This design comes from an exercise in tuning for small area on the open sky130 flow, not from production work. Function was checked by simulation only, so behaviour that the tests miss may differ from the original. Power and IR drop assume default switching activity.

`flow/constraint.sdc`:
```
create_clock -name core_clock -period 10.0 [get_ports {clock}]
set_input_delay 2.0000 -clock core_clock [delete_from_list [all_inputs] [get_ports {clock}]]
set_output_delay 2.0000 -clock core_clock [all_outputs]
set_load 0.01 [all_outputs]
```
`flow/standard.sh`:
```
#!/bin/bash
# synth_recipe.tcl (not shown) runs the flow's synth.tcl, then flattens the netlist and writes it again
# the make line also repeats each setting of config.mk as NAME=value (left out here)
make -C /OpenROAD-flow-scripts/flow DESIGN_CONFIG=/design/flow/config.mk WORK_HOME=/design/flow/orfs CLKGATE_MAP_FILE= SYNTH_SCRIPT=/design/flow/synth_recipe.tcl "${@:-finish}"
```
`flow/design.v`:
```
module edge_detector
#(parameter DEBOUNCE = 130)
(
  input clock, reset, din,
  output reg rising
);
  reg        waiting;
  reg [16:0] contador;
  wire done = ~din & (contador > DEBOUNCE);
  always @(posedge clock)
  begin
    if (reset == 1'b1) begin
      rising  <= 1'b0;
      waiting <= 1'b0;
    end
    else begin
      rising  <= ~rising & ~waiting & din;
      waiting <= rising | (waiting & ~done);
    end
  end
  always @(posedge clock)
  begin
    if (rising)
      contador <= 17'd0;
    else
      contador <= contador + 17'd1;
  end
endmodule
module relogio
(
        input clock,
        input reset,
        input soma,
        input subtracao,
        input cont,
        input start,
        output [7:0] an,
        output [7:0] dec_cat
);
  wire soma_ed, subtracao_ed, cont_ed;
  edge_detector menosf (.clock(clock), .reset(reset), .din(subtracao), .rising(subtracao_ed));
  edge_detector maisf  (.clock(clock), .reset(reset), .din(soma),      .rising(soma_ed));
  edge_detector contf  (.clock(clock), .reset(reset), .din(cont),      .rising(cont_ed));
  reg [4:0] ph;      
  reg [2:0] dig;
  reg [6:0] q;       
  wire step   = ~ph[4] & ph[3];                    
  wire q_end  = (q == 7'd80);                      
  wire tick   = ph[4] & ~ph[3] & (dig == 3'd4) & (q == 7'd60);   
  always @(posedge clock)
  begin
    if (reset) begin
      ph  <= 5'd0;
      dig <= 3'd0;
      q   <= 7'd0;
    end
    else begin
      ph <= {ph[3:0], ~ph[4]};
      if (step) begin
        dig <= dig + 3'd1;
        if (dig == 3'd7)
          q <= q_end ? 7'd0 : {q[5:0], ~(q[6] ^ q[5])};
      end
    end
  end
  reg [1:0] EA;
  reg r1, ca;
  always @(posedge clock)
  begin
    if (reset) begin
      EA <= 2'd0;
      r1 <= 1'b0;
      ca <= 1'b0;
    end
    else begin
      r1 <= cont_ed;
      ca <= cont_ed | r1 | (EA != 2'd0);
      if (r1)
        EA <= EA + 2'd1;
    end
  end
  reg [11:0] bcnt;
  reg blink;
  wire bend = (bcnt == 12'd518);
  wire bfb  = ~(bcnt[11] ^ bcnt[5] ^ bcnt[3] ^ bcnt[0]);
  always @(posedge clock)
  begin
    if (reset | bend | cont_ed)
      bcnt <= 12'd0;
    else
      bcnt <= {bcnt[10:0], bfb};
  end
  always @(posedge clock)
  begin
    if (reset)
      blink <= 1'b0;
    else if (bend | cont_ed)
      blink <= ~blink;
  end
  reg [4:0] ah, bh;
  reg [5:0] am, as, bm, bs;
  wire s_59 = (as == 6'd59);
  wire m_59 = (am == 6'd59);
  wire h_23 = (ah == 5'd23);
  wire sel_h = (EA == 2'd1) | ((EA == 2'd0) & s_59 & m_59);
  wire sel_m = (EA == 2'd2) | ((EA == 2'd0) & s_59 & ~m_59);
  wire [5:0] f = sel_h ? {1'b0, ah} : sel_m ? am : as;
  wire f_max = sel_h ? h_23 : sel_m ? m_59 : s_59;
  wire [5:0] f_inc = f + 6'd1;
  wire [5:0] f_dec = f - 6'd1;
  wire [5:0] is = sel_h | sel_m ? 6'd0 : f_inc;
  wire [5:0] im = sel_h ? 6'd0 : sel_m ? f_inc : am;
  wire [4:0] ih = sel_h ? (h_23 ? 5'd0 : f_inc[4:0]) : ah;
  always @(posedge clock)
  begin
    if (reset) begin
      {bh, bm, bs} <= 17'd0;
    end
    else if (tick) begin
      if (ca)
        {bh, bm, bs} <= {ah, am, as};
      else
        {bh, bm, bs} <= {ih, im, is};
    end
  end
  wire up = soma_ed;
  wire dn = subtracao_ed & ~soma_ed;
  wire [5:0] fn = (up & ~f_max) ? f_inc : (dn & (f != 6'd0)) ? f_dec : f;
  wire [4:0] nh = (EA == 2'd0) ? bh : (EA == 2'd1) ? fn[4:0] : ah;
  wire [5:0] nm = (EA == 2'd0) ? bm : (EA == 2'd2) ? fn : am;
  wire [5:0] ns = (EA == 2'd0) ? bs : (EA == 2'd3) ? fn : as;
  always @(posedge clock)
    {ah, am, as} <= {nh, nm, ns};
  reg [5:0] fsel;
  always @*
    case (dig[2:1])
      2'd0: fsel = as;
      2'd1: fsel = am;
      default: fsel = {1'b0, ah};
    endcase
  wire [2:0] ftens = (fsel >= 6'd50) ? 3'd5 : (fsel >= 6'd40) ? 3'd4 : (fsel >= 6'd30) ? 3'd3 :
                     (fsel >= 6'd20) ? 3'd2 : (fsel >= 6'd10) ? 3'd1 : 3'd0;
  wire [5:0] funits6 = fsel - ftens * 4'd10;
  wire [3:0] funits = funits6[3:0];
  reg [3:0] sel;
  reg lit;
  wire luz_h = blink | (EA != 2'd1);
  wire luz_m = blink | (EA != 2'd2);
  wire luz_s = blink | (EA != 2'd3);
  reg [3:0] dval;
  reg dlit;
  always @*
  begin
    case (dig)
      3'd0, 3'd2, 3'd4: dval = funits;
      3'd1, 3'd3, 3'd5: dval = {1'b0, ftens};
      3'd6: dval = 4'd0;
      default: dval = {2'b0, EA};
    endcase
    case (dig)
      3'd0, 3'd1: dlit = luz_s;
      3'd2, 3'd3: dlit = luz_m;
      3'd4, 3'd5: dlit = luz_h;
      3'd6: dlit = 1'b0;
      default: dlit = 1'b1;
    endcase
  end
  always @(posedge clock or posedge reset)
  begin
    if (reset) begin
      sel <= 4'd0;
      lit <= 1'b0;
    end
    else if (step) begin
      sel <= dval;
      lit <= dlit;
    end
  end
  wire [2:0] shown = dig - 3'd1;
  genvar gi;
  generate
    for (gi = 0; gi < 8; gi = gi + 1) begin : g_an
      assign an[gi] = ~(lit & (shown == gi));
    end
  endgenerate
  wire d3 = sel[3], d2 = sel[2], d1 = sel[1], d0 = sel[0];
  wire [6:0] seg;
  assign seg[6] = ~(d3 | d1 | (d2 & d0) | (~d2 & ~d0));
  assign seg[5] = ~(~d2 | ~(d1 ^ d0));
  assign seg[4] = ~(d2 | ~d1 | d0);
  assign seg[3] = ~(d3 | (~d2 & ~d0) | (d1 & ~d0) | (~d2 & d1) | (d2 & ~d1 & d0));
  assign seg[2] = ~((~d2 & ~d0) | (d1 & ~d0));
  assign seg[1] = ~(d3 | (~d1 & ~d0) | (d2 & ~d1) | (d2 & ~d0));
  assign seg[0] = ~(d3 | (d1 & ~d2) | (d2 & ~d1) | (d1 & ~d0));
  assign dec_cat = {seg, 1'b1};
endmodule
```
`flow/flow/run.sh`:
```
#!/bin/bash
# Own layout flow: the standard flow (standard.sh) with
#  - the standard synthesis script plus an area-oriented ABC script and
#    no full/half-adder extraction (flow/abc_proc.tcl, flow/area.abc);
#  - ports buffered with the smallest buffer.
# Each tool's full output stays in orfs/logs/ (one log per step); make's own
# output goes to flow_make.log.
set -euo pipefail
W=$(pwd)
export OWN_ABC_SCRIPT=$W/flow/area.abc
{ head -n 1 "$W/synth_recipe.tcl"; cat "$W/flow/abc_proc.tcl"; tail -n +2 "$W/synth_recipe.tcl"; } > "$W/own_synth.tcl"
bash "$W/standard.sh" SYNTH_SCRIPT="$W/own_synth.tcl" ADDER_MAP_FILE= \
  BUFFER_PORTS_ARGS="-buffer_cell sky130_fd_sc_hd__buf_1" \
  CTS_ARGS="-sink_clustering_enable -repair_clock_nets -dont_use_dummy_load -buf_list sky130_fd_sc_hd__clkbuf_4" finish > "$W/flow_make.log" 2>&1
```
`flow/flow/abc_proc.tcl`:
```
# Map the logic for area: run ABC with flow/area.abc in place of the
# script the standard synthesis passes (registers are mapped before ABC
# runs, so they stay as the standard synthesis makes them).
proc abc {args} {
  set i [lsearch $args -script]
  if {$i >= 0} { lset args [expr {$i + 1}] $::env(OWN_ABC_SCRIPT) }
  yosys abc {*}$args
}
```
`flow/config.mk`:
```
export PLATFORM = sky130hd
export DESIGN_NAME = relogio
export DESIGN_NICKNAME = relogio
export VERILOG_FILES = /design/flow/design.v
export SDC_FILE = /design/flow/constraint.sdc
export NUM_CORES = 4
export LEC_CHECK = 0
export CAP_MARGIN = 20
export CORE_MARGIN = 2
export CORE_UTILIZATION = 78
export CTS_BUF_LIST = sky130_fd_sc_hd__clkbuf_8
export SLEW_MARGIN = 20
```
`flow/flow/area.abc`:
```
strash
ifraig
dc2
strash
dch -f
amap
```
==> results of run 1 <==
## critical path: stages, from the launching register on
cell and delay [ps]:
dfxtp_1 480, clkinv_1 390, o22ai_1 990, clkinv_1 440, a22oi_1 280, o22ai_1 170, nor2_1 120, nand3_1 140
o211ai_1 330, nor2_1 90, nand2_1 120, nor2_1 70, nand2_1 120, nor2_1 50, a21oi_1 150, a221o_1 240
o21ai_0 110
## registers in the layout (all words and copies together) (netlist names), 2 cells and up
register and cells:
ph 5, dig 3, bh 5, am 6
q 7, EA 2, bcnt 12, sel 4
menosf.contador 17, ah 5, bs 6, bm 6
contf.contador 17, as 6, maisf.contador 17
## worst max path at each step
stage | from | endpoint | slack, ps | depth (start not counted)
5_1_grt | EA[1] | am[3] | 5110 | 15
3_5_place_dp | EA[1] | as[3] | 5770 | 15
2_1_floorplan | as[2] | ah[4] | 6550 | 16
4_1_cts | EA[1] | am[4] | 5700 | 16
3_3_place_gp | EA[1] | am[3] | 5800 | 15
6_report | EA[1] | am[4] | 5410 | 16
## layout by cell type, fill, tap and decap left out, types with 3 or more instances in the layout
master,netlist,layout
nand4_1,15,15
and2_0,11,11
nor4_1,7,7
edfxtp_1,17,17
a22oi_1,6,6
buf_4,1,5
or2_0,6,6
a31oi_1,13,13
nand3_1,7,7
o211ai_1,3,3
o22ai_1,14,14
nor2_1,104,104
o211a_1,4,4
o221ai_1,9,9
nor2b_1,4,4
dfrtp_1,5,5
or3_1,3,3
o221a_1,3,3
a211oi_1,4,4
buf_1,0,19
a21oi_1,18,18
a221oi_1,5,5
and3_1,34,34
o21ai_0,58,58
dfxtp_1,106,106
clkinv_1,80,80
clkbuf_4,0,17
nand2_1,28,28
nor3_1,55,54
## per-stage QoR
step / setup slack, ps / area, um2
floorplan: 6550 / 5450
global placement: 5800 / 5680
detailed placement: 5770 / 5680
CTS: 5700 / 5810
global route: 5110 / 5810
finish: 5410 / 5810
## final cells by class
class	instances	area [um2]	area share [%]
Timing Repair Buffer	24	109	1.87
Sequential cell	128	2760	47.5
Multi-Input combinational cell	439	2390	41.2
Tap cell	96	120	2.07
Clock buffer	17	128	2.20
Inverter	80	300	5.17
## metal layers
| layer | part of all wire, % | vias to the layer above |
|---|---|---|
| li1 | - | 2424 |
| met1 | 40 | 2326 |
| met2 | 49 | 257 |
| met3 | 7.8 | 43 |
| met4 | 2.7 | 0 |
| met5 | 0 | - |
## kinds of logic (layout without fill, tap and decap cells)
group / after synthesis / after routing / synth area share (%)
other: 1 / 1 / 0.0688
flip-flops: 128 / 128 / 50.6
buffers and inverters: 81 / 121 / 5.65
XOR/XNOR: 1 / 1 / 0.161
AO/OA/AOI/OAI: 161 / 161 / 19.3
AND/OR/NAND/NOR: 276 / 276 / 24.2
## where the power goes
part | leakage [nW] | switching, W | internal, W
Combinational | 0.931 | 0.000101 | 0.0000614
Clock | 0.0782 | 0.000149 | 0.0000776
Sequential | 1.12 | 0.0000438 | 0.000565
Total | 2.13 | 0.000294 | 0.000704
## synth_stat cells, types with 6 or more instances
master / instances
and3_1: 34
a21oi_1: 18
o21ai_0: 58
or2_0: 6
a22oi_1: 6
nor3_1: 55
and2_0: 11
nand4_1: 15
nor2_1: 104
nor4_1: 7
a31oi_1: 13
dfxtp_1: 106
nand3_1: 7
edfxtp_1: 17
o22ai_1: 14
nand2_1: 28
o221ai_1: 9
clkinv_1: 80
==> qor.csv, run 1 <==
stage;metric;value;unit
grt;antenna_found_initial;0;
clock_tree;cts_buffers;17;
logic_synthesis;yosysUniqueCellTypes;48;
grt;track_usage;34.5;%
clock_tree;cts_tree;done;
run;maxCapViolations;0;
final_layout;syn2layout_area_growth;6.50;%
setup_path;reg2reg_to;am[4];
route;viasPerCell;6.44;
setup_path;critPathKind;reg -> reg;
placement;dp_hpwl;8710;um
logic_synthesis;yosys-top-cells-area;dfxtp_1 39%, edfxtp_1 9.4%, nor2_1 7.2%;
route;wire_per_inst;16.0;um
clock_tree;cts_sinks;128;
sta;relSlewSlack;23.6;%
setup_path;required;10220;ps
setup_path;rrSetupSlack;5410;ps
route;drt-total-wl;12500;um
grt;globalRoute.busiestLayer;met2;
clock_tree;cts_root_buffer;clkbuf_4;
min_path;whs_path_depth;2;
final_layout;utilization;85.5;%
placement;place_congestion;0.991;
setup_path;crit_arrival;4810;ps
outcome;status;no timing/DRC/antenna violations;
logic_synthesis;synth_ff_type;dfxtp_1;
floorplan;die_w;87.6;um
logic_synthesis;avgSynthCellArea;8.41;um2
final_layout;diodes;0;
grt;grt_pass1_vias;4781;
floorplan;io_pins;22;
sta;setup_tns;0;ps
power_and_ir_drop;finalPower;0.000998;W
route;first_pass_iters;10;
logic_synthesis;synth_edf_count;17;
power_and_ir_drop;power_density;172;nW/um2
clock_tree;cts_setup_buffers;0;
clock_tree;clk_pin_slew_worst_paths;110;ps
sta;hold_viol;0;
logic_synthesis;seq_area_frac_synth;50.6;%
clock_tree;clkLatencyLatePin;520;ps
sta;timing.final.crit_share;45.9;%
placement;dp.cells;767;
clock_tree;h-tree-depth;4;
sta;fmax;0.218;GHz
grt;met3_usage;10.3;%
final_layout;final_nets;696;
power_and_ir_drop;leakagePower;2.13;nW
sta;rsz0062_at_grt;false;
min_path;min_to;bcnt[11];
floorplan;die_h;87.6;um
logic_synthesis;synthCells;648;
min_path;min_path_type;reg -> reg;
floorplan;rows;30;
route;num_vias;5050;
setup_path;cp-start-kind;register;
setup_path;cp-end-kind;register;
placement;port_buffers;19;
final_layout;layout.cells.non_filler;784;
setup_path;r2r-start;EA[1];
route;drt-initial-drc-count;453;
grt;use_met2;60.0;%
final_layout;fillers;425;
grt;grt_max_degree;35;
logic_synthesis;ys_warn_count;2;
sta;final-max-slew-violation-count;0;
floorplan;start_util;80.2;%
logic_synthesis;ys_ff_latch;128;
floorplan;die_area;7670;um2
route;ant_nets;0;
final_layout;drive_gt1_share;3.34;%
sta;worst_pin_slew;1150;ps
power_and_ir_drop;ir_drop;138;uV
logic_synthesis;synth_nets;654;
setup_path;path_max_fanout;13;
route;drc;0;
logic_synthesis;ys_async_sr_fraction;3.91;%
clock_tree;cts_buffer_depth;2;
logic_synthesis;syn-cell-area;5450;um2
clock_tree;post_cts_resized;0;
floorplan;coreArea;6790;um2
sta;period_needed;4590;ps
sta;whs;415;ps
logic_synthesis;synth_top_area_cell;dfxtp_1;
setup_path;reg2reg_depth;16;
grt;grt_overflow;0;
sta;fin_worst_skew;52.2;ps
logic_synthesis;synth_top_area_share;38.9;%
grt;grtUsageMet1;39.7;%
grt;grt_pass1_wl;20700;um
min_path;min_from;bcnt[10];
clock_tree;ctsHoldBuffers;0;
sta;finalSetupViolCount;0;
==> run 2, diff against run 1 <==
--- a/flow/flow/run.sh
+++ b/flow/flow/run.sh
@@ -11,4 +11,4 @@
 { head -n 1 "$W/synth_recipe.tcl"; cat "$W/flow/abc_proc.tcl"; tail -n +2 "$W/synth_recipe.tcl"; } > "$W/own_synth.tcl"
 bash "$W/standard.sh" SYNTH_SCRIPT="$W/own_synth.tcl" ADDER_MAP_FILE= \
   BUFFER_PORTS_ARGS="-buffer_cell sky130_fd_sc_hd__buf_1" \
-  CTS_ARGS="-sink_clustering_enable -repair_clock_nets -dont_use_dummy_load -buf_list sky130_fd_sc_hd__clkbuf_4" finish > "$W/flow_make.log" 2>&1
+  CTS_ARGS="-sink_clustering_enable -repair_clock_nets -dont_use_dummy_load -buf_list sky130_fd_sc_hd__clkbuf_4 -sink_clustering_size 6 -sink_clustering_max_diameter 40" finish > "$W/flow_make.log" 2>&1
--- a/flow/config.mk
+++ b/flow/config.mk
@@ -7,6 +7,6 @@
 export LEC_CHECK = 0
 export CAP_MARGIN = 20
 export CORE_MARGIN = 2
-export CORE_UTILIZATION = 78
+export CORE_UTILIZATION = 70
 export CTS_BUF_LIST = sky130_fd_sc_hd__clkbuf_8
 export SLEW_MARGIN = 20
==> run 2 against run 1 <==
  * Still clean on timing, DRC and antenna
  * Total power about the same
  * Sequential power hardly changed
  * Wire length is 2.8% lower
  * Combinational power about the same
  * Fmax rose by 9.4%
  * Core utilization decreased by 9.5 points
  * Area after synthesis stayed put
  * Critical path type is now reg -> out
  * Critical endpoint is now an[6]
==> qor.csv, run 2 <==
stage;metric;value;unit;change
placement;dp_hpwl;8450;um;was 8710 um
sta;final-max-slew-violation-count;0;;unchanged
setup_path;critPathKind;reg -> out;;was reg -> reg
sta;rsz0062_at_grt;false;;unchanged
sta;fmax;0.238;GHz;was 0.218 GHz
logic_synthesis;synth_edf_count;17;;unchanged
logic_synthesis;yosysUniqueCellTypes;48;;unchanged
floorplan;io_pins;22;;unchanged
floorplan;coreArea;7650;um2;was 6790 um2
route;drt-initial-drc-count;528;;was 453
placement;place_area;5680;um2;unchanged
grt;grt_pass1_vias;4606;;was 4781
final_layout;diodes;0;;unchanged
setup_path;cp-end-kind;primary output;;was register
placement;place_congestion;0.986;;was 0.991
route;first_pass_iters;7;;was 10
final_layout;layout.cells.non_filler;789;;was 784
grt;grt_pass1_wl;20700;um;about the same
logic_synthesis;synth_ff_type;dfxtp_1;;unchanged
floorplan;start_util;71.3;%;was 80.2%
power_and_ir_drop;ir_drop;142;uV;was 138 uV
clock_tree;cts_buffer_depth;2;;unchanged
clock_tree;post_cts_resized;0;;unchanged
min_path;min_path_type;reg -> reg;;unchanged
final_layout;final_area;5810;um2;unchanged
route;drt-total-wl;12200;um;was 12500 um
min_path;min_from;bcnt[8];;was bcnt[10]
grt;grt_overflow;0;;unchanged
placement;place_ws;5490;ps;was 5770 ps
setup_path;r2r-start;EA[0];;was EA[1]
route;viasPerCell;6.18;;was 6.44
logic_synthesis;ys_async_sr_fraction;3.91;%;unchanged
floorplan;die_area;8510;um2;was 7670 um2
logic_synthesis;synth_top_area_share;38.9;%;unchanged
logic_synthesis;synth_nets;654;;unchanged
floorplan;die_w;92.3;um;was 87.6 um
clock_tree;cts_buffers;17;;unchanged
logic_synthesis;yosysMostFrequentCell;dfxtp_1;;unchanged
sta;period_needed;4200;ps;was 4590 ps
setup_path;crit_arrival;2200;ps;was 4810 ps
placement;port_buffers;19;;unchanged
clock_tree;ctsHoldBuffers;0;;unchanged
floorplan;rows;32;;was 30
final_layout;drive_gt1_share;3.20;%;was 3.34%
route;drc;0;;unchanged
final_layout;mostFrequentLayoutCells;106 x dfxtp_1, 104 x nor2_1, 80 x clkinv_1;;unchanged
setup_path;crit_start;dig[2];;was EA[1]
run;maxCapViolations;0;;unchanged
logic_synthesis;syn-cell-area;5450;um2;unchanged
grt;grt_max_degree;35;;unchanged
min_path;whs_path_depth;2;;unchanged
logic_synthesis;yosys-top-cells-area;dfxtp_1 39%, edfxtp_1 9.4%, nor2_1 7.2%;;unchanged
clock_tree;cts_sinks;128;;unchanged
logic_synthesis;seq_area_frac_synth;50.6;%;unchanged
clock_tree;cts_tree;done;;unchanged
route;ant_nets;0;;unchanged
clock_tree;clk_pin_slew_worst_paths;110;ps;about the same
sta;relSlewSlack;28.3;%;was 23.6%
final_layout;fillers;590;;was 425
grt;antenna_found_initial;0;;unchanged
logic_synthesis;ys_ff_latch;128;;unchanged
logic_synthesis;synthXorXnorAreaFrac;0.161;%;unchanged
logic_synthesis;synth_compound_area_share;19.3;%;unchanged
setup_path;reg2reg_depth;18;;was 16
logic_synthesis;avgSynthCellArea;8.41;um2;unchanged
final_layout;layout_commonest_cell;dfxtp_1;;unchanged
setup_path;path_max_fanout;12;;was 13
logic_synthesis;synthCells;648;;unchanged
final_layout;final_nets;695;;was 696
logic_synthesis;synth_top_family_by_area;simple AND/OR/NAND/NOR gates;;unchanged
route;wire_per_inst;15.4;um;was 16.0 um
final_layout;syn2layout_area_growth;6.50;%;unchanged
final_layout;top_regs;contf.contador: 17 flops, maisf.contador: 17 flops, menosf.contador: 17 flops;;unchanged
clock_tree;cts_root_buffer;clkbuf_4;;unchanged
sta;setup_tns;0;ps;unchanged
logic_synthesis;synthTopCellsByCount;106 x dfxtp_1, 104 x nor2_1, 80 x clkinv_1;;unchanged
route;num_vias;4876;;was 5050
logic_synthesis;ys_warn_count;2;;unchanged
floorplan;die_h;92.3;um;was 87.6 um
sta;fin_worst_skew;37.5;ps;was 52.2 ps
outcome;status;no timing/DRC/antenna violations;;unchanged
clock_tree;cts_setup_buffers;0;;unchanged
sta;finalWorstSetupSlack;5800;ps;was 5410 ps
logic_synthesis;yosys.area_share.simple;24.2;%;unchanged
sta;timing.final.crit_share;42.0;%;was 45.9%
logic_synthesis;yosys.area_share.adder;0;%;unchanged
logic_synthesis;synth_top_area_cell;dfxtp_1;;unchanged
sta;hold_viol;0;;unchanged
logic_synthesis;synthMuxAreaShare;0;%;unchanged
power_and_ir_drop;power_density;172;nW/um2;about the same
sta;finalSetupViolCount;0;;unchanged
clock_tree;clkLatencyLatePin;490;ps;was 520 ps
setup_path;required;8000;ps;was 10220 ps
clock_tree;h-tree-depth;4;;unchanged
sta;worst_pin_slew;1070;ps;was 1150 ps
setup_path;cp-start-kind;register;;unchanged
grt;track_usage;30.5;%;was 34.5%
placement;dp.cells;772;;was 767
power_and_ir_drop;leakagePower;2.12;nW;was 2.13 nW
## run 2: changes by cell type in the layout (fill, tap and decap cells not counted), sizes merged
| cell | change |
|---|---|
| buf | -1 |
## run 2: final timing paths
kind | endpoint | slack [ps]
setup / recovery | an[6] | 5800
hold / removal | bcnt[9] | 410
setup reg to reg | as[4] | 5990
hold reg to reg | bcnt[9] | 410
max in group asynchronous | lit | 7540
min in group asynchronous | sel[3] | 1990
## run 2: power by group
part	switching [W]	internal, W	leakage, nW
logic	0.000102	0.0000611	0.927
clock network	0.000150	0.0000779	0.0782
registers	0.0000421	0.000565	1.12
## run 2: kinds of logic after synthesis
| group | count (synthesis) |
|---|---|
| xor gates and xnor gates | 1 |
| buffers and inverters | 81 |
| AOI/OAI and AO/OA | 161 |
| DFF | 128 |
| other | 1 |
| and+or+nand+nor | 276 |
## run 2: stage by stage
step           total power (W)  util (%)  hold WS [ps]
2_1_floorplan         0.000726         -           398
5_1_grt                0.00105      75.9           433
4_1_cts                0.00100      75.9           409
3_3_place_gp          0.000768      74.2           405
6_report              0.000998      75.9           409
3_5_place_dp          0.000777      74.2           418
## run 2: layer usage
metal,vias up,wire (um),track usage (%)
met4,0,204,11.3
li1,2413,-,-
met3,22,798,5.59
met2,190,5800,51.5
met5,-,0,0
met1,2251,5350,39.1
## run 2: cell type report
cell class | instances | area (um2) | area share (%)
clock buffers | 17 | 128 | 2.20
inverters | 80 | 300 | 5.17
multi-input cells | 439 | 2390 | 41.2
flip-flops and latches | 128 | 2760 | 47.5
well taps | 102 | 128 | 2.20
repair buffers | 23 | 101 | 1.75
## run 2: worst max-delay path: stages (launching register included)
cell,delay (ps)
dfxtp_1,590
clkinv_1,260
nor2_1,240
clkinv_1,150
nor2_1,250
nand2_1,80
buf_1,130
==> run 3, diff against run 2 <==
==> flow/flow/area.abc (replaced) <==
strash
ifraig
dc2
&get -n
&deepsyn -T 60
&put
strash
&get -n
&dch -f
&nf -R 1000 -p
&put
==> run 3 against run 2 <==
  * Still clean on timing, DRC and antenna
  * Register-to-register slack got worse by 550 ps
  * Clock skew increased by 14 ps
  * Final cell count decreased by 9.4%
  * Die area decreased by 3.0%
  * Critical path depth increased by 10
  * Worst setup slack got worse by 360 ps
  * Clock power about the same
  * Fmax decreased by 8.0%
  * Flip-flop and latch count unchanged
  * Sequential share of layout area increased by 1.7 points
  * Total power decreased by 3.5%
==> qor.csv, run 3 <==
stage;metric;value;unit;change
sta;relSlewSlack;30.8;%;was 28.3%
logic_synthesis;ys_ff_latch;128;;unchanged
final_layout;multi_input_area;2470;um2;was 2390 um2
clock_tree;cts_sinks;128;;unchanged
setup_path;cp-end-kind;register;;was primary output
run;maxCapViolations;0;;unchanged
logic_synthesis;yosysUniqueCellTypes;45;;was 48
grt;antenna_found_initial;1;;was 0
logic_synthesis;synth_top_area_share;40.2;%;was 38.9%
route;drt-total-wl;11700;um;was 12200 um
clock_tree;cts_tree;done;;unchanged
grt;grt_overflow;0;;unchanged
sta;timing.final.crit_share;45.6;%;was 42.0%
grt;track_usage;29.9;%;was 30.5%
logic_synthesis;synthCells;579;;was 648
final_layout;final_nets;623;;was 695
clock_tree;clk_pin_slew_worst_paths;80;ps;was 110 ps
route;drc;0;;unchanged
floorplan;die_area;8250;um2;was 8510 um2
final_layout;syn2layout_area_growth;6.16;%;was 6.50%
clock_tree;cts_buffer_depth;2;;unchanged
sta;setup_tns;0;ps;unchanged
logic_synthesis;synth_ff_type;dfxtp_1;;unchanged
power_and_ir_drop;finalPower;0.000962;W;was 0.000998 W
route;first_pass_iters;5;;was 7
grt;grt_pass1_wl;19700;um;was 20700 um
sta;hold_viol;0;;unchanged
clock_tree;ctsHoldBuffers;0;;unchanged
logic_synthesis;synth_top_area_cell;dfxtp_1;;unchanged
grt;met3_usage;7.01;%;was 5.59%
floorplan;coreArea;7290;um2;was 7650 um2
route;drt-initial-drc-count;489;;was 528
route;ant_nets;0;;unchanged
placement;port_buffers;19;;unchanged
final_layout;fillers;558;;was 590
logic_synthesis;ys_warn_count;2;;unchanged
final_layout;utilization;76.9;%;was 75.9%
final_layout;mostFrequentLayoutCells;106 x dfxtp_1, 55 x nand2_1, 53 x nor2_1;;was 106 x dfxtp_1, 104 x nor2_1, 80 x clkinv_1
clock_tree;cts_root_buffer;clkbuf_4;;unchanged
route;num_vias;4527;;was 4876
clock_tree;clkLatencyLatePin;500;ps;was 490 ps
grt;grt_max_degree;21;;was 35
placement;dp_hpwl;8250;um;was 8450 um
min_path;min_path_type;reg -> reg;;unchanged
route;viasPerCell;6.33;;was 6.18
sta;rsz0062_at_grt;false;;unchanged
logic_synthesis;synth_edf_count;17;;unchanged
floorplan;die_w;90.9;um;was 92.3 um
setup_path;path_max_fanout;10;;was 12
clock_tree;post_cts_resized;0;;unchanged
power_and_ir_drop;power_density;172;nW/um2;about the same
setup_path;required;10350;ps;was 8000 ps
grt;use_met2;50.1;%;was 51.5%
setup_path;critPathKind;reg -> reg;;was reg -> out
sta;fmax;0.219;GHz;was 0.238 GHz
sta;worst_pin_slew;1030;ps;was 1070 ps
setup_path;crit_arrival;4910;ps;was 2200 ps
grt;grt_pass1_vias;4251;;was 4606
final_layout;drive_gt1_share;2.93;%;was 3.20%
floorplan;die_h;90.9;um;was 92.3 um
logic_synthesis;syn-cell-area;5280;um2;was 5450 um2
placement;place_congestion;0.962;;was 0.986
grt;grtUsageMet1;38.5;%;was 39.1%
power_and_ir_drop;ir_drop;106;uV;was 142 uV
logic_synthesis;synth_nets;585;;was 654
grt;globalRoute.busiestLayer;met2;;unchanged
logic_synthesis;avgSynthCellArea;9.12;um2;was 8.41 um2
sta;final-max-slew-violation-count;0;;unchanged
final_layout;layout_commonest_cell;dfxtp_1;;unchanged
logic_synthesis;synthTopCellsByCount;106 x dfxtp_1, 55 x nand2_1, 53 x nor2_1;;was 106 x dfxtp_1, 104 x nor2_1, 80 x clkinv_1
setup_path;cp-start-kind;register;;unchanged
sta;finalSetupViolCount;0;;unchanged
logic_synthesis;seq_area_frac_synth;52.2;%;was 50.6%
final_layout;top_regs;contf.contador: 17 flops, maisf.contador: 17 flops, menosf.contador: 17 flops;;unchanged
floorplan;io_pins;22;;unchanged
outcome;status;no timing/DRC/antenna violations;;unchanged
route;wire_per_inst;16.4;um;was 15.4 um
clock_tree;h-tree-depth;4;;unchanged
floorplan;rows;31;;was 32
power_and_ir_drop;leakagePower;2.21;nW;was 2.12 nW
logic_synthesis;yosysMostFrequentCell;dfxtp_1;;unchanged
clock_tree;cts_setup_buffers;0;;unchanged
sta;period_needed;4560;ps;was 4200 ps
logic_synthesis;ys_async_sr_fraction;3.91;%;unchanged
sta;fin_worst_skew;51.1;ps;was 37.5 ps
final_layout;regArea;2760;um2;unchanged
logic_synthesis;yosys-top-cells-area;dfxtp_1 40%, edfxtp_1 9.7%, a21oi_1 4.4%;;was dfxtp_1 39%, edfxtp_1 9.4%, nor2_1 7.2%
floorplan;start_util;72.4;%;was 71.3%
clock_tree;cts_buffers;17;;unchanged
run 3: changes by cell type in the layout (fill, tap and decap cells not counted), sizes merged, moves of 17 or more:
cell and change:
and2 +20, o21ai -17, nand2 +27, nor2 -51, clkinv -67, a21oi +28
run 3: path summary, 6_finish.rpt:
kind | startpoint | endpoint | slack, ps | depth (start not counted)
setup / recovery | EA[1] | am[4] | 5440 | 16
hold / removal | contf.waiting | contf.rising | 420 | 1
setup reg to reg | EA[1] | am[4] | 5440 | 16
hold reg to reg | contf.waiting | contf.rising | 420 | 1
max in group asynchronous | reset | sel[1] | 8070 | 3
min in group asynchronous | reset | lit | 1670 | 3
run 3: metal layers:
| metal | vias up | wire [um] | share of wire [%] |
|---|---|---|---|
| met5 | - | 0 | 0 |
| met4 | 0 | 203 | 1.7 |
| met1 | 2118 | 5110 | 44 |
| met2 | 202 | 5660 | 48 |
| met3 | 20 | 746 | 6.4 |
| li1 | 2187 | - | - |
run 3: worst max-delay path, stage by stage (launching register included):
cell and delay, ps:
dfxtp_1 480, clkinv_1 390, nand2_1 470, nand2_1 350, o21ai_0 250, and3_1 380
nor2_1 180, a21oi_1 380, nor2_1 110, and2_0 190, nand2_1 70, and3_1 230
nand2_1 110, o31ai_1 390, a21oi_1 80, o21ai_0 180, o21a_1 200
run 3: cells by family after synthesis:
logic type                count (synthesis)  share of synthesized area [%]
and+or+nand+nor                         256                           24.2
AOI/OAI and AO/OA                       167                           20.2
DFF                                     128                           52.2
buffers and inverters                    14                           1.07
xor gates and xnor gates                 11                           1.82
muxes                                     2                          0.403
other                                     1                         0.0710
run 3: final cells by class:
type                            instances  area share (%)
Antenna cell                            1          0.0446
Clock buffer                           17            2.28
Inverter                               13           0.871
Multi-Input combinational cell        437            44.0
Sequential cell                       128            49.2
Tap cell                               99            2.21
Timing Repair Buffer                   20            1.41
run 3: report_power, final:
group	switching, W	total [W]	internal (W)
Combinational	0.0000811	0.000134	0.0000526
Clock	0.000150	0.000228	0.0000778
Sequential	0.0000397	0.000601	0.000561
run 3: per-stage QoR:
stage,hold slack (ps),cells,instance area [um2],worst slack [ps]
after detailed placement,415,697,5480,5450
after floorplan,390,579,5280,6310
after CTS,427,714,5600,5610
after global placement,403,697,5480,5490
final,422,715,5610,5440
after global routing,437,715,5610,5190
==> run 4, diff against run 3 <==
--- a/flow/design.v
+++ b/flow/design.v
@@ -1,12 +1,16 @@
 module edge_detector
-#(parameter DEBOUNCE = 130)
 (
   input clock, reset, din,
   output reg rising
 );
   reg        waiting;
-  reg [16:0] contador;
-  wire done = ~din & (contador > DEBOUNCE);
+  reg [16:0] lfsr;
+  reg        above;
+  wire zero_low = (lfsr[15:0] == 16'd0);
+  wire last     = lfsr[16] & zero_low;                   
+  wire at_130   = lfsr[16] & lfsr[13] & lfsr[3];         
+  wire feedback = lfsr[16] ^ lfsr[13] ^ zero_low;
+  wire done = ~din & above;
   always @(posedge clock)
   begin
     if (reset == 1'b1) begin
@@ -20,10 +24,14 @@
   end
   always @(posedge clock)
   begin
-    if (rising)
-      contador <= 17'd0;
-    else
-      contador <= contador + 17'd1;
+    if (rising) begin
+      lfsr  <= 17'd0;
+      above <= 1'b0;
+    end
+    else begin
+      lfsr  <= {lfsr[15:0], feedback};
+      above <= ~last & (above | at_130);
+    end
   end
 endmodule
 module relogio
==> run 4 against run 3 <==
  * Sequential share of layout area up 2.5 points
  * Final area down 2.9%
  * Critical path depth unchanged
  * Wire length down 11%
  * Largest power group unchanged
  * Via count down 11%
  * Non-clock buffer count up 1
  * Worst setup slack better by 160 ps
  * Still clean on timing, DRC and antenna
  * Sequential power up 2%
==> qor.csv, run 4 <==
stage;metric;value;unit;change
sta;hold_viol;0;;unchanged
sta;setup_tns;0;ps;unchanged
floorplan;die_h;89.5;um;was 90.9 um
logic_synthesis;synth_nets;526;;was 585
setup_path;crit_start;EA[0];;was EA[1]
clock_tree;post_cts_resized;0;;unchanged
sta;period_needed;4400;ps;was 4560 ps
grt;use_met2;42.8;%;was 50.1%
power_and_ir_drop;ir_drop;162;uV;was 106 uV
route;drt-total-wl;10500;um;was 11700 um
sta;finalSetupViolCount;0;;unchanged
route;drt-initial-drc-count;343;;was 489
route;first_pass_iters;7;;was 5
setup_path;path_max_fanout;17;;was 10
grt;antenna_found_initial;0;;was 1
placement;port_buffers;19;;unchanged
sta;final-max-slew-violation-count;0;;unchanged
placement;place_congestion;0.916;;was 0.962
clock_tree;clkLatencyLatePin;520;ps;was 500 ps
final_layout;syn2layout_area_growth;6.46;%;was 6.16%
placement;place_ws;5780;ps;was 5450 ps
grt;grt_pass1_vias;3614;;was 4251
logic_synthesis;synthTopCellsByCount;109 x dfxtp_1, 61 x nor2b_1, 46 x nand2_1;;was 106 x dfxtp_1, 55 x nand2_1, 53 x nor2_1
sta;rsz0062_at_grt;false;;unchanged
grt;grt_pass1_wl;16900;um;was 19700 um
final_layout;utilization;75.9;%;was 76.9%
logic_synthesis;avgSynthCellArea;9.84;um2;was 9.12 um2
logic_synthesis;ys_ff_latch;131;;was 128
floorplan;die_w;89.5;um;was 90.9 um
floorplan;io_pins;22;;unchanged
clock_tree;h-tree-depth;4;;unchanged
outcome;status;no timing/DRC/antenna violations;;unchanged
floorplan;rows;31;;unchanged
logic_synthesis;ys_warn_count;2;;unchanged
clock_tree;cts_buffer_depth;2;;unchanged
logic_synthesis;seq_area_frac_synth;55.1;%;was 52.2%
setup_path;path_buf_inv;1;;unchanged
power_and_ir_drop;power_density;181;nW/um2;was 172 nW/um2
sta;fin_worst_skew;50.7;ps;was 51.1 ps
grt;grt_overflow;0;;unchanged
route;viasPerCell;6.12;;was 6.33
power_and_ir_drop;leakagePower;2.15;nW;was 2.21 nW
setup_path;cp_slowest_cell;nor2_1;;was dfxtp_1
logic_synthesis;syn-cell-area;5110;um2;was 5280 um2
logic_synthesis;synthXorXnorAreaFrac;2.40;%;was 1.82%
logic_synthesis;yosys.area_share.simple;25.4;%;was 24.2%
setup_path;crit_arrival;4750;ps;was 4910 ps
setup_path;cp-start-kind;register;;unchanged
logic_synthesis;synth_top_area_cell;dfxtp_1;;unchanged
final_layout;top_regs;contf.lfsr: 17 flops, maisf.lfsr: 17 flops, menosf.lfsr: 17 flops;;was contf.contador: 17 flops, maisf.contador: 17 flops, menosf.contador: 17 flops
final_layout;layout.cells.non_filler;656;;was 715
logic_synthesis;synthCells;520;;was 579
clock_tree;ctsHoldBuffers;0;;unchanged
final_layout;mostFrequentLayoutCells;109 x dfxtp_1, 61 x nor2b_1, 46 x nand2_1;;was 106 x dfxtp_1, 55 x nand2_1, 53 x nor2_1
route;wire_per_inst;16.0;um;was 16.4 um
logic_synthesis;synth_edf_count;17;;unchanged
clock_tree;clk_pin_slew_worst_paths;100;ps;was 80 ps
final_layout;drive_gt1_share;3.41;%;was 2.93%
placement;dp_hpwl;7250;um;was 8250 um
floorplan;start_util;71.3;%;was 72.4%
floorplan;coreArea;7180;um2;was 7290 um2
clock_tree;cts_root_buffer;clkbuf_4;;unchanged
floorplan;die_area;8010;um2;was 8250 um2
sta;relSlewSlack;31.1;%;was 30.8%
setup_path;critPathKind;reg -> reg;;unchanged
logic_synthesis;synth_compound_area_share;15.8;%;was 20.2%
grt;track_usage;27.9;%;was 29.9%
run;maxCapViolations;0;;unchanged
sta;timing.final.crit_share;44.0;%;was 45.6%
logic_synthesis;synthMuxAreaShare;0.391;%;was 0.403%
setup_path;r2r-start;EA[0];;was EA[1]
grt;grtUsageMet1;36.7;%;was 38.5%
setup_path;required;10360;ps;was 10350 ps
logic_synthesis;yosysMostFrequentCell;dfxtp_1;;unchanged
grt;met3_usage;8.96;%;was 7.01%
sta;whs;427;ps;was 422 ps
clock_tree;cts_setup_buffers;0;;unchanged
setup_path;crit_family;simple AND/OR/NAND/NOR gates;;unchanged
placement;dp.cells;639;;was 697
logic_synthesis;synth_top_area_share;42.7;%;was 40.2%
min_path;min_from;menosf.waiting;;was contf.waiting
final_layout;final_nets;565;;was 623
logic_synthesis;ys_async_sr_fraction;3.82;%;was 3.91%
sta;fmax;0.227;GHz;was 0.219 GHz
route;drc;0;;unchanged
final_layout;diodes;0;;was 1
min_path;min_path_type;reg -> reg;;unchanged
route;num_vias;4017;;was 4527
logic_synthesis;synth_top_family_by_area;simple AND/OR/NAND/NOR gates;;unchanged
setup_path;crit_chain;nor2_1 -> buf_4 -> nor2b_1 -> o22ai_1 -> nor2_1 -> nor2_1 -> a22oi_1 -> nand2_1 -> o41ai_1 -> nand3b_1 -> o21ai_0 -> and3_1 -> and2_0 -> and3_1 -> nor3_1 -> a21o_1;;was clkinv_1 -> nand2_1 -> nand2_1 -> o21ai_0 -> and3_1 -> nor2_1 -> a21oi_1 -> nor2_1 -> and2_0 -> nand2_1 -> and3_1 -> nand2_1 -> o31ai_1 -> a21oi_1 -> o21ai_0 -> o21a_1
logic_synthesis;yosysUniqueCellTypes;45;;unchanged
grt;grt_max_degree;24;;was 21
setup_path;cp_slowest_stage_delay;570;ps;was 480 ps
logic_synthesis;synth_ff_type;dfxtp_1;;unchanged
sta;worst_pin_slew;1030;ps;about the same
clock_tree;cts_buffers;17;;unchanged
clock_tree;cts_sinks;131;;was 128
grt;globalRoute.busiestLayer;met2;;unchanged
logic_synthesis;yosys-top-cells-area;dfxtp_1 43%, edfxtp_1 10%, nor2b_1 7.5%;;was dfxtp_1 40%, edfxtp_1 9.7%, a21oi_1 4.4%
sta;finalWorstSetupSlack;5600;ps;was 5440 ps
setup_path;crit_path_frequent_cell;nor2_1;;was nand2_1
logic_synthesis;yosys.area_share.adder;0;%;unchanged
route;ant_nets;0;;unchanged
setup_path;cp-end-kind;register;;unchanged
final_layout;layout_commonest_cell;dfxtp_1;;unchanged
clock_tree;cts_tree;done;;unchanged
## run 4: cell count changes after synthesis, moves of 11 or more
cell | previous run | this run
nor2b_1 | 13 | 61
and2_0 | 31 | 6
o21ai_0 | 41 | 24
a21oi_1 | 46 | 19
nor3_1 | 44 | 14
nor2_1 | 53 | 42
## run 4: cell families after synthesis
kind of cell | count (synthesis)
AND/OR/NAND/NOR | 244
other | 1
AO/OA/AOI/OAI | 117
multiplexers | 2
XOR/XNOR | 14
buffers and inverters | 11
flip-flops | 131
## run 4: metrics by stage
step	power (W)	instance area, um2
after floorplan	0.000724	5110
after global placement	0.000761	5320
after detailed placement	0.000767	5320
after CTS	0.000993	5450
after global routing	0.00104	5450
final	0.000987	5450
## run 4: per-layer routing
| metal | vias to the layer above | part of all wire, % | routed length (um) |
|---|---|---|---|
| met2 | 169 | 45 | 4680 |
| met5 | - | 0 | 0 |
| li1 | 1965 | - | - |
| met1 | 1853 | 45 | 4760 |
| met4 | 0 | 2.3 | 246 |
| met3 | 30 | 7.5 | 786 |
## run 4: final cells by class
| cell class | instances | area, um2 |
|---|---|---|
| sequential | 131 | 2820 |
| fill | 536 | 1730 |
| timing repair buffer | 21 | 86.3 |
| tap | 99 | 124 |
| clock buffer | 17 | 128 |
| multi-input combinational | 378 | 2250 |
| inverter | 10 | 37.5 |
## run 4: final timing paths
check | endpoint | slack, ps | depth (start not counted)
setup reg to reg | as[5] | 5600 | 16
min in group asynchronous | sel[3] | 1720 | 3
setup / recovery | as[5] | 5600 | 16
max in group asynchronous | sel[0] | 7940 | 3
hold / removal | menosf.rising | 430 | 1
hold reg to reg | menosf.rising | 430 | 1
## run 4: report_power, final
group	internal, W	switching, W	leakage (nW)	total, W
Clock	0.0000777	0.000152	0.0782	0.000230
Sequential	0.000579	0.0000370	1.15	0.000616
Combinational	0.0000643	0.0000769	0.920	0.000141
==> run 5, diff against run 4 <==
--- a/flow/config.mk
+++ b/flow/config.mk
@@ -8,5 +8,4 @@
 export CAP_MARGIN = 20
 export CORE_MARGIN = 2
 export CORE_UTILIZATION = 70
-export CTS_BUF_LIST = sky130_fd_sc_hd__clkbuf_8
 export SLEW_MARGIN = 20
==> run 5 against run 4 <==
  * Largest power group unchanged
  * Die area stayed put
  * Critical path type unchanged
  * Total power unchanged
  * Clock power barely moved
  * Still clean on timing, DRC and antenna
  * Worst setup slack unchanged
  * Critical endpoint unchanged
  * Area after synthesis stayed put
==> qor.csv, run 5 <==
stage;metric;value;unit;change
outcome;status;no timing/DRC/antenna violations;;unchanged
final_layout;mostFrequentLayoutCells;109 x dfxtp_1, 61 x nor2b_1, 46 x nand2_1;;unchanged
route;wire_per_inst;16.0;um;unchanged
sta;finalSetupViolCount;0;;unchanged
grt;track_usage;27.9;%;unchanged
clock_tree;cts_root_buffer;clkbuf_4;;unchanged
final_layout;fillers;536;;unchanged
sta;fmax;0.227;GHz;unchanged
route;drc;0;;unchanged
final_layout;final_nets;565;;unchanged
grt;grt_max_degree;24;;unchanged
logic_synthesis;synthTopCellsByCount;109 x dfxtp_1, 61 x nor2b_1, 46 x nand2_1;;unchanged
setup_path;crit_family;simple AND/OR/NAND/NOR gates;;unchanged
logic_synthesis;ys_warn_count;2;;unchanged
logic_synthesis;ys_ff_latch;131;;unchanged
setup_path;reg2reg_depth;16;;unchanged
setup_path;r2r-start;EA[0];;unchanged
setup_path;crit_arrival;4750;ps;about the same
placement;port_buffers;19;;unchanged
setup_path;required;10360;ps;about the same
clock_tree;cts_buffer_depth;2;;unchanged
sta;worst_pin_slew;1030;ps;unchanged
final_layout;diodes;0;;unchanged
sta;period_needed;4400;ps;unchanged
power_and_ir_drop;power_density;181;nW/um2;unchanged
clock_tree;cts_buffers;17;;unchanged
clock_tree;h-tree-depth;4;;unchanged
sta;timing.final.crit_share;44.0;%;unchanged
grt;grt_overflow;0;;unchanged
grt;grt_pass1_vias;3614;;unchanged
logic_synthesis;yosys-top-cells-area;dfxtp_1 43%, edfxtp_1 10%, nor2b_1 7.5%;;unchanged
clock_tree;cts_tree;done;;unchanged
floorplan;rows;31;;unchanged
logic_synthesis;synth_top_area_cell;dfxtp_1;;unchanged
run;maxCapViolations;0;;unchanged
sta;fin_worst_skew;50.7;ps;unchanged
clock_tree;ctsHoldBuffers;0;;unchanged
power_and_ir_drop;ir_drop;162;uV;unchanged
sta;final-max-slew-violation-count;0;;unchanged
route;num_vias;4017;;unchanged
sta;setup_tns;0;ps;unchanged
floorplan;die_w;89.5;um;unchanged
setup_path;path_max_fanout;17;;unchanged
final_layout;multi_input_area;2250;um2;unchanged
logic_synthesis;seq_area_frac_synth;55.1;%;unchanged
placement;dp_hpwl;7250;um;unchanged
min_path;min_to;menosf.rising;;unchanged
route;drt-total-wl;10500;um;unchanged
placement;place_area;5320;um2;unchanged
logic_synthesis;synth_ff_type;dfxtp_1;;unchanged
floorplan;die_h;89.5;um;unchanged
setup_path;reg2reg_to;as[5];;unchanged
final_layout;top_regs;contf.lfsr: 17 flops, maisf.lfsr: 17 flops, menosf.lfsr: 17 flops;;unchanged
logic_synthesis;ys_async_sr_fraction;3.82;%;unchanged
sta;relSlewSlack;31.1;%;unchanged
setup_path;crit_chain;nor2_1 -> buf_4 -> nor2b_1 -> o22ai_1 -> nor2_1 -> nor2_1 -> a22oi_1 -> nand2_1 -> o41ai_1 -> nand3b_1 -> o21ai_0 -> and3_1 -> and2_0 -> and3_1 -> nor3_1 -> a21o_1;;unchanged
min_path;min_path_type;reg -> reg;;unchanged
logic_synthesis;synth_edf_count;17;;unchanged
placement;dp.cells;639;;unchanged
grt;antenna_found_initial;0;;unchanged
clock_tree;cts_setup_buffers;0;;unchanged
setup_path;cp-start-kind;register;;unchanged
final_layout;layout.cells.non_filler;656;;unchanged
setup_path;crit_path_frequent_cell;nor2_1;;unchanged
logic_synthesis;yosysMostFrequentCell;dfxtp_1;;unchanged
logic_synthesis;syn-cell-area;5110;um2;unchanged
logic_synthesis;synth_nets;526;;unchanged
sta;rsz0062_at_grt;false;;unchanged
min_path;whs_path_depth;1;;unchanged
sta;finalWorstSetupSlack;5600;ps;unchanged
logic_synthesis;synthCells;520;;unchanged
logic_synthesis;synth_top_area_share;42.7;%;unchanged
grt;grt_pass1_wl;16900;um;unchanged
route;first_pass_iters;7;;unchanged
final_layout;regArea;2820;um2;unchanged
logic_synthesis;avgSynthCellArea;9.84;um2;unchanged
setup_path;cp_slowest_cell;nor2_1;;unchanged
min_path;min_from;menosf.waiting;;unchanged
placement;place_congestion;0.916;;unchanged
placement;place_ws;5780;ps;unchanged
sta;whs;427;ps;unchanged
floorplan;start_util;71.3;%;unchanged
clock_tree;clk_pin_slew_worst_paths;100;ps;about the same
setup_path;cp_slowest_stage_delay;570;ps;about the same
route;drt-initial-drc-count;343;;unchanged
final_layout;syn2layout_area_growth;6.46;%;unchanged
clock_tree;post_cts_resized;0;;unchanged
floorplan;die_area;8010;um2;unchanged
logic_synthesis;yosysUniqueCellTypes;45;;unchanged
final_layout;layout_commonest_cell;dfxtp_1;;unchanged
power_and_ir_drop;leakagePower;2.15;nW;unchanged
route;viasPerCell;6.12;;unchanged
route;ant_nets;0;;unchanged
sta;hold_viol;0;;unchanged
setup_path;path_buf_inv;1;;unchanged
setup_path;rrSetupSlack;5600;ps;about the same
setup_path;cp-end-kind;register;;unchanged
final_layout;drive_gt1_share;3.41;%;unchanged
floorplan;coreArea;7180;um2;unchanged
final_layout;final_area;5450;um2;unchanged
floorplan;io_pins;22;;unchanged
clock_tree;cts_sinks;131;;unchanged
clock_tree;clkLatencyLatePin;520;ps;about the same
setup_path;critPathKind;reg -> reg;;unchanged
run 5: cell counts after synthesis:
Identical to the previous run, type by type.
run 5: metrics by stage:
step           util [%]  power [W]
2_1_floorplan         -   0.000724
3_3_place_gp       74.1   0.000761
3_5_place_dp       74.1   0.000767
4_1_cts            75.9   0.000993
5_1_grt            75.9    0.00104
6_report           75.9   0.000987
run 5: logic make-up after synthesis:
| group | count (synthesis) | share of synthesized area (%) |
|---|---|---|
| AND/OR/NAND/NOR | 244 | 25.4 |
| other | 1 | 0.0733 |
| flip-flops | 131 | 55.1 |
| buffers and inverters | 11 | 0.881 |
| XOR/XNOR | 14 | 2.40 |
| multiplexers | 2 | 0.391 |
| AO/OA/AOI/OAI | 117 | 15.8 |
run 5: worst max path at each step:
stage / start / endpoint / slack, ps / cells past startpoint
floorplan: EA[0] / am[5] / 6520 / 15
global placement: reset / bh[0] / 5770 / 5
detailed placement: EA[0] / as[5] / 5780 / 16
CTS: EA[0] / am[5] / 5710 / 16
global route: EA[0] / am[5] / 5240 / 16
finish: EA[0] / as[5] / 5600 / 16
run 5: power by group:
part	switching [W]	internal (W)	total [W]
sequential	0.0000370	0.000579	0.000616
clock	0.000152	0.0000777	0.000230
combinational	0.0000769	0.0000643	0.000141
run 5: metal layers:
| metal | track usage [%] | wire [um] | part of all wire, % |
|---|---|---|---|
| met1 | 36.7 | 4760 | 45 |
| met2 | 42.8 | 4680 | 45 |
| met3 | 8.96 | 786 | 7.5 |
| met4 | 11.1 | 246 | 2.3 |
| met5 | 0 | 0 | 0 |
run 5: layout make-up:
| type | count | share of cell area, % |
|---|---|---|
| clock buffer | 17 | 2.34 |
| tap | 99 | 2.27 |
| timing repair buffer | 21 | 1.59 |
| multi-input combinational | 378 | 41.4 |
| sequential | 131 | 51.7 |
| inverter | 10 | 0.689 |
==> run 6, diff against run 5 <==
--- a/flow/design.v
+++ b/flow/design.v
@@ -4,8 +4,10 @@
   output reg rising
 );
   reg        waiting;
-  reg [16:0] lfsr;
+  localparam [16:0] ODD = 17'h0AAAA;
+  reg [16:0] st;
   reg        above;
+  wire [16:0] lfsr = st ^ ODD;
   wire zero_low = (lfsr[15:0] == 16'd0);
   wire last     = lfsr[16] & zero_low;                   
   wire at_130   = lfsr[16] & lfsr[13] & lfsr[3];         
@@ -25,11 +27,11 @@
   always @(posedge clock)
   begin
     if (rising) begin
-      lfsr  <= 17'd0;
+      st    <= ODD;
       above <= 1'b0;
     end
     else begin
-      lfsr  <= {lfsr[15:0], feedback};
+      st    <= {lfsr[15:0], feedback} ^ ODD;
       above <= ~last & (above | at_130);
     end
   end
@@ -49,7 +51,9 @@
   edge_detector menosf (.clock(clock), .reset(reset), .din(subtracao), .rising(subtracao_ed));
   edge_detector maisf  (.clock(clock), .reset(reset), .din(soma),      .rising(soma_ed));
   edge_detector contf  (.clock(clock), .reset(reset), .din(cont),      .rising(cont_ed));
-  reg [4:0] ph;      
+  localparam [4:0] PODD = 5'b01010;
+  reg [4:0] pst;
+  wire [4:0] ph = pst ^ PODD;
   reg [2:0] dig;
   reg [6:0] q;       
   wire step   = ~ph[4] & ph[3];                    
@@ -58,12 +62,12 @@
   always @(posedge clock)
   begin
     if (reset) begin
-      ph  <= 5'd0;
+      pst <= PODD;
       dig <= 3'd0;
       q   <= 7'd0;
     end
     else begin
-      ph <= {ph[3:0], ~ph[4]};
+      pst <= {ph[3:0], ~ph[4]} ^ PODD;
       if (step) begin
         dig <= dig + 3'd1;
         if (dig == 3'd7)
@@ -87,16 +91,18 @@
         EA <= EA + 2'd1;
     end
   end
-  reg [11:0] bcnt;
+  localparam [11:0] BODD = 12'hAAA;
+  reg [11:0] bst;
   reg blink;
+  wire [11:0] bcnt = bst ^ BODD;
   wire bend = (bcnt == 12'd518);
   wire bfb  = ~(bcnt[11] ^ bcnt[5] ^ bcnt[3] ^ bcnt[0]);
   always @(posedge clock)
   begin
     if (reset | bend | cont_ed)
-      bcnt <= 12'd0;
+      bst <= BODD;
     else
-      bcnt <= {bcnt[10:0], bfb};
+      bst <= {bcnt[10:0], bfb} ^ BODD;
   end
   always @(posedge clock)
   begin
@@ -110,15 +116,18 @@
   wire s_59 = (as == 6'd59);
   wire m_59 = (am == 6'd59);
   wire h_23 = (ah == 5'd23);
-  wire sel_h = (EA == 2'd1) | ((EA == 2'd0) & s_59 & m_59);
-  wire sel_m = (EA == 2'd2) | ((EA == 2'd0) & s_59 & ~m_59);
+  wire up = soma_ed;
+  wire dn = subtracao_ed & ~soma_ed;
+  wire run = (EA == 2'd0);
+  wire sel_h = (EA == 2'd1) | (run & s_59 & m_59);
+  wire sel_m = (EA == 2'd2) | (run & s_59 & ~m_59);
   wire [5:0] f = sel_h ? {1'b0, ah} : sel_m ? am : as;
   wire f_max = sel_h ? h_23 : sel_m ? m_59 : s_59;
-  wire [5:0] f_inc = f + 6'd1;
-  wire [5:0] f_dec = f - 6'd1;
-  wire [5:0] is = sel_h | sel_m ? 6'd0 : f_inc;
-  wire [5:0] im = sel_h ? 6'd0 : sel_m ? f_inc : am;
-  wire [4:0] ih = sel_h ? (h_23 ? 5'd0 : f_inc[4:0]) : ah;
+  wire count_up = run | up;
+  wire [5:0] f_ud = count_up ? f + 6'd1 : f - 6'd1;
+  wire [5:0] is = sel_h | sel_m ? 6'd0 : f_ud;
+  wire [5:0] im = sel_h ? 6'd0 : sel_m ? f_ud : am;
+  wire [4:0] ih = sel_h ? (h_23 ? 5'd0 : f_ud[4:0]) : ah;
   always @(posedge clock)
   begin
     if (reset) begin
@@ -131,14 +140,13 @@
         {bh, bm, bs} <= {ih, im, is};
     end
   end
-  wire up = soma_ed;
-  wire dn = subtracao_ed & ~soma_ed;
-  wire [5:0] fn = (up & ~f_max) ? f_inc : (dn & (f != 6'd0)) ? f_dec : f;
-  wire [4:0] nh = (EA == 2'd0) ? bh : (EA == 2'd1) ? fn[4:0] : ah;
-  wire [5:0] nm = (EA == 2'd0) ? bm : (EA == 2'd2) ? fn : am;
-  wire [5:0] ns = (EA == 2'd0) ? bs : (EA == 2'd3) ? fn : as;
-  always @(posedge clock)
-    {ah, am, as} <= {nh, nm, ns};
+  wire chg = up ? ~f_max : (dn & (f != 6'd0));
+  always @(posedge clock)
+  begin
+    if (run | (chg & (EA == 2'd1))) ah <= run ? bh : f_ud[4:0];
+    if (run | (chg & (EA == 2'd2))) am <= run ? bm : f_ud;
+    if (run | (chg & (EA == 2'd3))) as <= run ? bs : f_ud;
+  end
   reg [5:0] fsel;
   always @*
     case (dig[2:1])
--- a/flow/flow/run.sh
+++ b/flow/flow/run.sh
@@ -11,4 +11,4 @@
 { head -n 1 "$W/synth_recipe.tcl"; cat "$W/flow/abc_proc.tcl"; tail -n +2 "$W/synth_recipe.tcl"; } > "$W/own_synth.tcl"
 bash "$W/standard.sh" SYNTH_SCRIPT="$W/own_synth.tcl" ADDER_MAP_FILE= \
   BUFFER_PORTS_ARGS="-buffer_cell sky130_fd_sc_hd__buf_1" \
-  CTS_ARGS="-sink_clustering_enable -repair_clock_nets -dont_use_dummy_load -buf_list sky130_fd_sc_hd__clkbuf_4 -sink_clustering_size 6 -sink_clustering_max_diameter 40" finish > "$W/flow_make.log" 2>&1
+  CTS_ARGS="-sink_clustering_enable -repair_clock_nets -dont_use_dummy_load -buf_list sky130_fd_sc_hd__clkbuf_8 -sink_clustering_size 40 -sink_clustering_max_diameter 300 -sink_clustering_levels 1" finish > "$W/flow_make.log" 2>&1
==> run 6 against run 5 <==
  * Still clean
  * Clock-buffer cell count stayed put
  * Clock power is 35% higher
  * Register-to-register slack better by 40 ps
  * Via count is 1.3% lower
  * Combinational power is 12% higher
  * Critical path type is now in -> reg
  * Critical endpoint is now bh[3]
  * Largest power group unchanged
==> qor.csv, run 6 <==
stage;metric;value;unit;change
setup_path;critPathKind;in -> reg;;was reg -> reg
final_layout;final_nets;561;;was 565
power_and_ir_drop;seq_power_share;57.3;%;was 62.4%
clock_tree;h-tree-depth;4;;unchanged
grt;grt_max_degree;21;;was 24
sta;period_needed;4800;ps;was 4400 ps
placement;place_congestion;1.03;;was 0.916
setup_path;crit_chain;buf_1 -> clkinv_1 -> nand4_1 -> or4b_1 -> nor2_1 -> nand2_1 -> o21ai_0 -> or3_1 -> nor2b_1 -> a221o_1;;was nor2_1 -> buf_4 -> nor2b_1 -> o22ai_1 -> nor2_1 -> nor2_1 -> a22oi_1 -> nand2_1 -> o41ai_1 -> nand3b_1 -> o21ai_0 -> and3_1 -> and2_0 -> and3_1 -> nor3_1 -> a21o_1
clock_tree;cts_root_buffer;clkbuf_8;;was clkbuf_4
run;maxCapViolations;0;;unchanged
setup_path;cp_slowest_cell;clkinv_1;;was nor2_1
floorplan;rows;30;;was 31
route;drt-total-wl;10400;um;was 10500 um
setup_path;path_max_fanout;16;;was 17
floorplan;start_util;72.5;%;was 71.3%
logic_synthesis;ys_async_sr_fraction;3.82;%;unchanged
clock_tree;cts_buffers;17;;unchanged
route;first_pass_iters;5;;was 7
placement;dp_hpwl;7200;um;was 7250 um
final_layout;syn2layout_area_growth;8.63;%;was 6.46%
power_and_ir_drop;p_comb_share;14.4;%;was 14.3%
outcome;status;no timing/DRC/antenna violations;;unchanged
route;ant_nets;0;;unchanged
floorplan;coreArea;6790;um2;was 7180 um2
floorplan;die_w;87.9;um;was 89.5 um
power_and_ir_drop;swShare;27.5;%;was 27.0%
setup_path;crit_family;simple AND/OR/NAND/NOR gates;;unchanged
setup_path;path_buf_inv;2;;was 1
route;wire_per_inst;16.1;um;was 16.0 um
floorplan;die_area;7730;um2;was 8010 um2
grt;grt_pass1_vias;3636;;was 3614
setup_path;crit_arrival;5160;ps;was 4750 ps
final_layout;diodes;0;;unchanged
clock_tree;cts_buffer_depth;2;;unchanged
sta;fin_worst_skew;23.7;ps;was 50.7 ps
logic_synthesis;syn-cell-area;4930;um2;was 5110 um2
logic_synthesis;synthTopCellsByCount;109 x dfxtp_1, 79 x nor2_1, 78 x nand2_1;;was 109 x dfxtp_1, 61 x nor2b_1, 46 x nand2_1
setup_path;cp-end-kind;register;;unchanged
logic_synthesis;yosysMostFrequentCell;dfxtp_1;;unchanged
setup_path;crit_start;reset;;was EA[0]
clock_tree;cts_tree;done;;unchanged
final_layout;drive_gt1_share;3.25;%;was 3.41%
final_layout;top_regs;contf.st: 17 flops, maisf.st: 17 flops, menosf.st: 17 flops;;was contf.lfsr: 17 flops, maisf.lfsr: 17 flops, menosf.lfsr: 17 flops
route;num_vias;3963;;was 4017
logic_synthesis;ys_warn_count;2;;unchanged
logic_synthesis;synthCells;517;;was 520
grt;grt_overflow;0;;unchanged
power_and_ir_drop;finalPower;0.00110;W;was 0.000987 W
sta;finalSetupViolCount;0;;unchanged
final_layout;layout_commonest_cell;dfxtp_1;;unchanged
clock_tree;cts_setup_buffers;0;;unchanged
clock_tree;cts_sinks;131;;unchanged
min_path;min_path_type;reg -> reg;;unchanged
final_layout;mostFrequentLayoutCells;109 x dfxtp_1, 79 x nor2_1, 78 x nand2_1;;was 109 x dfxtp_1, 61 x nor2b_1, 46 x nand2_1
sta;finalWorstSetupSlack;5200;ps;was 5600 ps
logic_synthesis;seq_area_frac_synth;57.2;%;was 55.1%
sta;relSlewSlack;21.1;%;was 31.1%
route;viasPerCell;6.11;;was 6.12
logic_synthesis;synth_top_area_share;44.3;%;was 42.7%
power_and_ir_drop;power.internal;0.000796;W;was 0.000721 W
route;drt-initial-drc-count;387;;was 343
grt;track_usage;29.2;%;was 27.9%
clock_tree;clk_pin_slew_worst_paths;60;ps;was 100 ps
grt;grt_pass1_wl;17100;um;was 16900 um
grt;antenna_found_initial;0;;unchanged
setup_path;cp_slowest_stage_delay;650;ps;was 570 ps
logic_synthesis;yosys-top-cells-area;dfxtp_1 44%, edfxtp_1 10%, nor2_1 6.0%;;was dfxtp_1 43%, edfxtp_1 10%, nor2b_1 7.5%
logic_synthesis;avgSynthCellArea;9.53;um2;was 9.84 um2
sta;fmax;0.208;GHz;was 0.227 GHz
clock_tree;clkLatencyLatePin;430;ps;was 520 ps
clock_tree;ctsHoldBuffers;0;;unchanged
power_and_ir_drop;switching_power;0.000302;W;was 0.000266 W
setup_path;required;10360;ps;about the same
power_and_ir_drop;ir_drop;156;uV;was 162 uV
route;drc;0;;unchanged
sta;rsz0062_at_grt;false;;unchanged
clock_tree;post_cts_resized;0;;unchanged
logic_synthesis;synth_ff_type;dfxtp_1;;unchanged
min_path;min_from;pst[2];;was menosf.waiting
sta;timing.final.crit_share;48.0;%;was 44.0%
floorplan;die_h;87.9;um;was 89.5 um
setup_path;r2r-start;am[2];;was EA[0]
sta;setup_tns;0;ps;unchanged
logic_synthesis;synth_top_area_cell;dfxtp_1;;unchanged
power_and_ir_drop;leakagePower;2.07;nW;was 2.15 nW
logic_synthesis;ys_ff_latch;131;;unchanged
floorplan;io_pins;22;;unchanged
sta;worst_pin_slew;1170;ps;was 1030 ps
sta;final-max-slew-violation-count;0;;unchanged
logic_synthesis;synth_nets;523;;was 526
power_and_ir_drop;power_density;205;nW/um2;was 181 nW/um2
placement;place_ws;4870;ps;was 5780 ps
placement;port_buffers;19;;unchanged
sta;hold_viol;0;;unchanged
power_and_ir_drop;clock_power_share;28.3;%;was 23.3%
setup_path;cp-start-kind;input port;;was register
logic_synthesis;yosysUniqueCellTypes;46;;was 45
logic_synthesis;synth_edf_count;17;;unchanged
run 6: logic make-up (layout without fill, tap and decap cells):
group / count (synthesis) / in the layout / share of synthesized area [%]
flip-flops: 131 / 131 / 57.2
XOR/XNOR: 13 / 13 / 2.31
other: 1 / 1 / 0.0761
AO/OA/AOI/OAI: 108 / 108 / 15.1
AND/OR/NAND/NOR: 250 / 250 / 24.1
multiplexers: 1 / 1 / 0.228
buffers and inverters: 13 / 49 / 1.07
run 6: layout make-up:
| type | count | area, um2 |
|---|---|---|
| clock buffers | 17 | 234 |
| fillers | 462 | 1440 |
| inverters | 12 | 45.0 |
| multi-input cells | 373 | 2060 |
| flip-flops and latches | 131 | 2820 |
| well taps | 96 | 120 |
| repair buffers | 20 | 78.8 |
run 6: path summary, 6_finish.rpt:
path	endpoint	slack (ps)	depth (start not counted)
min in group asynchronous	lit	1880	2
min reg2reg	pst[3]	360	1
max reg2reg	as[3]	5640	12
max	bh[3]	5200	10
min	pst[3]	360	1
max in group asynchronous	sel[2]	7850	2
run 6: metal layers:
layer	share of wire, %	GRT usage [%]
met1	44	39.8
met5	0	0
met4	2.6	14.1
met2	46	43.7
met3	7.2	7.35
run 6: power by group through the flow:
stage          clock network (W)  registers, W  logic, W
6_report                0.000311      0.000629  0.000158
5_1_grt                 0.000335      0.000633  0.000177
4_1_cts                 0.000315      0.000627  0.000157
3_5_place_dp                   0      0.000637  0.000156
3_3_place_gp                   0      0.000636  0.000149
2_1_floorplan                  0      0.000621  0.000118
run 6: through the flow:
| stage | instance area [um2] | hold WS (ps) | cells | utilization, % |
|---|---|---|---|---|
| 4_1_cts | 5350 | 367 | 649 | 78.8 |
| 3_3_place_gp | 5120 | 353 | 632 | 75.4 |
| 6_report | 5350 | 363 | 649 | 78.8 |
| 5_1_grt | 5350 | 392 | 649 | 78.8 |
| 3_5_place_dp | 5120 | 356 | 632 | 75.4 |
| 2_1_floorplan | 4930 | 343 | 517 | - |

[port drivers added, routing unchanged]
How much do the figures lean on ideal ports? The routed layouts below were timed once more, with nothing changed but the port constraints. Step 1 (the two cells are an assumption about what drives the block):
set clk [get_ports {clock}]
set_driving_cell -lib_cell sky130_fd_sc_hd__clkbuf_16 $clk
set_driving_cell -lib_cell sky130_fd_sc_hd__buf_2 [delete_from_list [all_inputs] $clk]
Step 2, shift: input delay + t, output delay - t, t = (earliest + latest rising clock arrival at the registers) / 2. This alone moves slack from input paths to output paths. Slacks: no drivers / after step 1 / after step 2; pairs: no drivers / after step 1.
| run | t (ns) | setup slack, ns | worst setup path at the end | worst register clock-pin slew, ns | pins driven straight from the clock port |
|---|---|---|---|---|---|
| run 1 | 0.526 | 5.407 / 5.407 / 5.407 | register to register | 0.12 / 0.12 | 1 |
| run 2 | 0.502 | 5.802 / 5.768 / 5.519 | input to register | 0.11 / 0.11 | 1 |
| run 3 | 0.510 | 5.438 / 5.438 / 5.394 | input to register | 0.12 / 0.12 | 1 |
| run 4 | 0.522 | 5.602 / 5.602 / 5.602 | register to register | 0.12 / 0.12 | 1 |
| run 5 | 0.522 | 5.602 / 5.602 / 5.602 | register to register | 0.12 / 0.12 | 1 |
| run 6 | 0.446 | 5.196 / 5.198 / 4.752 | input to register | 0.08 / 0.08 | 1 |
After both steps setup and hold are still met in every run listed. The setup slack of run 6, which loses most, moves by +0.002 ns with the drivers and by -0.444 ns with both steps.
